Source: an optimization exercise on an open RTL-to-GDS flow (aim: small area). Production flows keep margins and buffers that such runs may drop.
In this exercise RTL edits were held to simulation tests only and were not proved equivalent to the original.
The clock port is modelled as an ideal driver, which makes a skipped or thinned clock tree look cheaper than it is; a real chip needs a root buffer or a tree.

Setup of green:
==> flow/design.v (excerpt) <==
module fir_filter(clk,reset,data_in,data_out);
input clk,reset;
input signed [15:0] data_in;  
output reg signed [15:0] data_out;  
reg [15:0] x0, x1, x2, x3, x4, x5, x6, x7;
wire [15:0] y;
always @(posedge clk or posedge reset)
  if (reset) begin
    x0 <= 0; x1 <= 0; x2 <= 0; x3 <= 0;
    x4 <= 0; x5 <= 0; x6 <= 0; x7 <= 0;
    data_out <= 0;
  end else begin
    x0 <= data_in; x1 <= x0; x2 <= x1; x3 <= x2;
    x4 <= x3; x5 <= x4; x6 <= x5; x7 <= x6;
    data_out <= y;
  end
  wire n1 = x1[0] ^ x6[0];
  wire n2 = x1[0] & x6[0];
  wire n3, n4;
  fir_fa u_n3 (.a(x1[1]), .b(x6[1]), .c(n2), .s(n3), .co(n4));
  wire n5, n6;
  fir_fa u_n5 (.a(x1[2]), .b(x6[2]), .c(n4), .s(n5), .co(n6));
  wire n7, n8;
  fir_fa u_n7 (.a(x1[3]), .b(x6[3]), .c(n6), .s(n7), .co(n8));
  wire n9, n10;
  fir_fa u_n9 (.a(x1[4]), .b(x6[4]), .c(n8), .s(n9), .co(n10));
  wire n11, n12;
  fir_fa u_n11 (.a(x1[5]), .b(x6[5]), .c(n10), .s(n11), .co(n12));
  wire n13, n14;
  fir_fa u_n13 (.a(x1[6]), .b(x6[6]), .c(n12), .s(n13), .co(n14));
  wire n15, n16;
  fir_fa u_n15 (.a(x1[7]), .b(x6[7]), .c(n14), .s(n15), .co(n16));
  wire n17, n18;
  fir_fa u_n17 (.a(x1[8]), .b(x6[8]), .c(n16), .s(n17), .co(n18));
  wire n19, n20;
  fir_fa u_n19 (.a(x1[9]), .b(x6[9]), .c(n18), .s(n19), .co(n20));
  wire n21, n22;
  fir_fa u_n21 (.a(x1[10]), .b(x6[10]), .c(n20), .s(n21), .co(n22));
  wire n23, n24;
  fir_fa u_n23 (.a(x1[11]), .b(x6[11]), .c(n22), .s(n23), .co(n24));
  wire n25, n26;
  fir_fa u_n25 (.a(x1[12]), .b(x6[12]), .c(n24), .s(n25), .co(n26));
  wire n27, n28;
  fir_fa u_n27 (.a(x1[13]), .b(x6[13]), .c(n26), .s(n27), .co(n28));
  wire n29, n30;
  fir_fa u_n29 (.a(x1[14]), .b(x6[14]), .c(n28), .s(n29), .co(n30));
  wire n31, n32;
  fir_fa u_n31 (.a(x1[15]), .b(x6[15]), .c(~n30), .s(n31), .co(n32));
  wire n33 = 1'b1 ^ x2[0] ^ x5[0];
  wire n34 = (1'b1 & x2[0]) | (1'b1 & x5[0]) | (x2[0] & x5[0]);
  wire n35, n36;
  fir_fa u_n35 (.a(x2[1]), .b(x5[1]), .c(n34), .s(n35), .co(n36));
  wire n37, n38;
  fir_fa u_n37 (.a(x2[2]), .b(x5[2]), .c(n36), .s(n37), .co(n38));
  ...
Size in the first run: roughly 140 flip-flops.
==> flow/config.mk <==
export PLATFORM = sky130hd
export DESIGN_NAME = fir_filter
export DESIGN_NICKNAME = fir_filter
export VERILOG_FILES = /design/flow/design.v
export SDC_FILE = /design/flow/constraint.sdc
export NUM_CORES = 4
export LEC_CHECK = 0
export CAP_MARGIN = 20
export CORE_MARGIN = 2
export CORE_UTILIZATION = 72
export GPL_TIMING_DRIVEN = 0
export SLEW_MARGIN = 20
export SYNTH_HIERARCHICAL = 1
==> flow/constraint.sdc <==
create_clock -name core_clock -period 13.0 [get_ports {clk}]
set_input_delay 2.6000 -clock core_clock [delete_from_list [all_inputs] [get_ports {clk}]]
set_output_delay 2.6000 -clock core_clock [all_outputs]
set_load 0.01 [all_outputs]
standard.sh (not shown) runs the stock make flow with config.mk's settings and CLKGATE_MAP_FILE= SYNTH_SCRIPT=/design/flow/synth_recipe.tcl, a recipe that flattens the netlist after the stock synthesis.
==> flow/flow/run.sh <==
#!/bin/bash
# The standard layout (bash standard.sh) with these changes:
#  - port buffers (one per input and output port, as standard) use buf_1 cells;
#  - after clock tree synthesis, its tree is replaced (POST_CTS_TCL hook) by a
#    two-level tree (flow/mantree.tcl, flow/rebuild.tcl): clk -> one clkbuf_8
#    -> 8 clkbuf_8 leaves, each driving the x* sample flip-flops of one
#    placement cluster; the 16 data_out flip-flops get their own leaf, fed
#    through two clkdlybuf4s50_1 cells.  That skew only helps the
#    register-to-register paths x* -> data_out (the filter arithmetic); the
#    input paths (data_in -> x0) see the normal clock and the output paths
#    (data_out -> ports) only lose slack.
# standard.sh's output goes to standard_flow.log; ORFS's per-step logs stay in orfs/logs.
set -euo pipefail
FLOWDIR="$PWD/flow"
cat > "$PWD/post_cts.tcl" <<EOF
source $FLOWDIR/mantree.tcl
source $FLOWDIR/rebuild.tcl
clktree_rebuild 8 sky130_fd_sc_hd__clkbuf_8 sky130_fd_sc_hd__clkbuf_8 {data_out*} sky130_fd_sc_hd__clkdlybuf4s50_1 2
detailed_placement
check_placement -verbose
estimate_parasitics -placement
report_worst_slack -max
report_worst_slack -min
EOF
export POST_CTS_TCL="$PWD/post_cts.tcl"
export BUFFER_PORTS_ARGS="-buffer_cell sky130_fd_sc_hd__buf_1"
export CTS_ARGS="-sink_clustering_enable -repair_clock_nets -buf_list sky130_fd_sc_hd__clkbuf_8 -dont_use_dummy_load"
bash standard.sh > standard_flow.log 2>&1
Other scripts of this flow, unchanged in this note and not shown: flow/flow/mantree.tcl, flow/flow/rebuild.tcl
green | status: complete | timing, DRC, antenna: pass
[inputs] purple vs green
-- flow/flow/run.sh --
<<< green, line 26
>>> purple, line 26
# the timing repair that follows global routing runs with the final clock tree
export SKIP_CTS_REPAIR_TIMING=1
## What came out
Taking purple over green, the first-iteration DRC count ratio works out to 1.11. green → purple: part of the cycle the worst path needs shows an increase of 3.0 points. On detailed-route via count, green loses to purple.
In every run of this note, the design's own scripts or RTL, not TritonCTS, make the clock network.

========
before:
Another version of the RTL of fir_filter (not shown whole).
For scale: about 640 cells after synthesis, roughly 11000 sq um of cells after synthesis.
// fir_filter
module fir_filter(clk,reset,data_in,data_out);
input clk,reset;
input signed [15:0] data_in;  
output reg signed [15:0] data_out;  
reg [15:0] x0, x1, x2, x3, x4, x5, x6, x7;
wire [15:0] y;
always @(posedge clk or posedge reset)
  if (reset) begin
    x0 <= 0; x1 <= 0; x2 <= 0; x3 <= 0;
    x4 <= 0; x5 <= 0; x6 <= 0; x7 <= 0;
    data_out <= 0;
  end else begin
    x0 <= data_in; x1 <= x0; x2 <= x1; x3 <= x2;
    x4 <= x3; x5 <= x4; x6 <= x5; x7 <= x6;
    data_out <= y;
  end
  wire n1 = x1[0] ^ x6[0];
  wire n2 = x1[0] & x6[0];
  wire n3, n4;
  fir_fa u_n3 (.a(x1[1]), .b(x6[1]), .c(n2), .s(n3), .co(n4));
  wire n5, n6;
  fir_fa u_n5 (.a(x1[2]), .b(x6[2]), .c(n4), .s(n5), .co(n6));
  wire n7, n8;
  fir_fa u_n7 (.a(x1[3]), .b(x6[3]), .c(n6), .s(n7), .co(n8));
  wire n9, n10;
  fir_fa u_n9 (.a(x1[4]), .b(x6[4]), .c(n8), .s(n9), .co(n10));
  wire n11, n12;
  fir_fa u_n11 (.a(x1[5]), .b(x6[5]), .c(n10), .s(n11), .co(n12));
  wire n13, n14;
  fir_fa u_n13 (.a(x1[6]), .b(x6[6]), .c(n12), .s(n13), .co(n14));
  wire n15, n16;
  fir_fa u_n15 (.a(x1[7]), .b(x6[7]), .c(n14), .s(n15), .co(n16));
  wire n17, n18;
  fir_fa u_n17 (.a(x1[8]), .b(x6[8]), .c(n16), .s(n17), .co(n18));
  wire n19, n20;
  ...
clock: 13.0 ns
lec_check: 0
cap_margin: 20
core_margin: 2
core_utilization: 64
gpl_timing_driven: 0
slew_margin: 20
synth_hierarchical: 1
==> flow/flow/run.sh <==
#!/bin/bash
# The standard layout (bash standard.sh) with these changes:
#  - port buffers (one per input and output port, as standard) use buf_1 cells;
#  - after clock tree synthesis, its tree is replaced (POST_CTS_TCL hook) by a
#    two-level tree (flow/mantree.tcl, flow/rebuild.tcl): clk -> one clkbuf_8
#    -> 8 clkbuf_8 leaves, each driving the x* sample flip-flops of one
#    placement cluster; the 16 data_out flip-flops get their own leaf, fed
#    through two clkdlybuf4s50_1 cells.  That skew only helps the
#    register-to-register paths x* -> data_out (the filter arithmetic); the
#    input paths (data_in -> x0) see the normal clock and the output paths
#    (data_out -> ports) only lose slack.
# standard.sh's output goes to standard_flow.log; ORFS's per-step logs stay in orfs/logs.
set -euo pipefail
FLOWDIR="$PWD/flow"
cat > "$PWD/post_cts.tcl" <<EOF
source $FLOWDIR/mantree.tcl
source $FLOWDIR/rebuild.tcl
clktree_rebuild 8 sky130_fd_sc_hd__clkbuf_8 sky130_fd_sc_hd__clkbuf_8 {data_out*} sky130_fd_sc_hd__clkdlybuf4s50_1 2
detailed_placement
check_placement -verbose
estimate_parasitics -placement
report_worst_slack -max
report_worst_slack -min
EOF
export POST_CTS_TCL="$PWD/post_cts.tcl"
# the timing repair that follows global routing runs with the final clock tree
export SKIP_CTS_REPAIR_TIMING=1
export BUFFER_PORTS_ARGS="-buffer_cell sky130_fd_sc_hd__buf_1"
export CTS_ARGS="-sink_clustering_enable -repair_clock_nets -buf_list sky130_fd_sc_hd__clkbuf_8 -dont_use_dummy_load"
bash standard.sh > standard_flow.log 2>&1
Other scripts of this flow, unchanged in this note and not shown: flow/flow/mantree.tcl, flow/flow/rebuild.tcl
before went all the way through the flow, and no timing, DRC or antenna check failed.
Edits applied to the flow inputs when going from before to after:
-- flow/config.mk --
<<< before, line 8
export CAP_MARGIN = 20
export CORE_MARGIN = 2
export CORE_UTILIZATION = 64
export GPL_TIMING_DRIVEN = 0
export SLEW_MARGIN = 20
>>> after, line 8
export CAP_MARGIN = 20
export CORE_MARGIN = 2
export CORE_UTILIZATION = 72
export GPL_TIMING_DRIVEN = 0
export SLEW_MARGIN = 20
Findings:
Height of the die for after is lower than for before. The higher global-route usage of before and after is in after. Post-detailed-routing wire length delta for after relative to before: about 3.5% higher.
In every run of this note, the design's own scripts or RTL, not TritonCTS, make the clock network.

-- static timing again, ports no longer ideal --
In the flow no input, the clock included, has a driving cell. The finished layouts below were timed again as built, in two steps.
Step 1 (the two cells are an assumption about what drives the block):
set clk [get_ports {clk}]
set_driving_cell -lib_cell sky130_fd_sc_hd__clkbuf_16 $clk
set_driving_cell -lib_cell sky130_fd_sc_hd__buf_2 [delete_from_list [all_inputs] $clk]
Step 2, shift: input delay + t, output delay - t, t = (earliest + latest rising clock arrival at the registers) / 2. This alone moves slack from input paths to output paths.
Slacks: no drivers / after step 1 / after step 2; pairs: no drivers / after step 1.
| run | t (ns) | setup WS [ns] | worst setup path after step 2 | latest minus earliest clock arrival (ns) | worst register clock-pin slew, ns |
|---|---|---|---|---|---|
| green | 0.907 | 0.967 / 0.967 / 0.967 | register to register | 0.962 / 0.961 | 0.10 / 0.10 |
| purple | 0.908 | 0.575 / 0.575 / 0.575 | register to register | 0.962 / 0.962 | 0.10 / 0.10 |
| before | 0.925 | 0.617 / 0.617 / 0.617 | register to register | 0.984 / 0.984 | 0.10 / 0.10 |
| after | 0.916 | 0.546 / 0.546 / 0.546 | register to register | 0.994 / 0.994 | 0.10 / 0.10 |
In every run listed the clock reaches the registers at very different times; t lies between them, and the last value is a rough guide only.
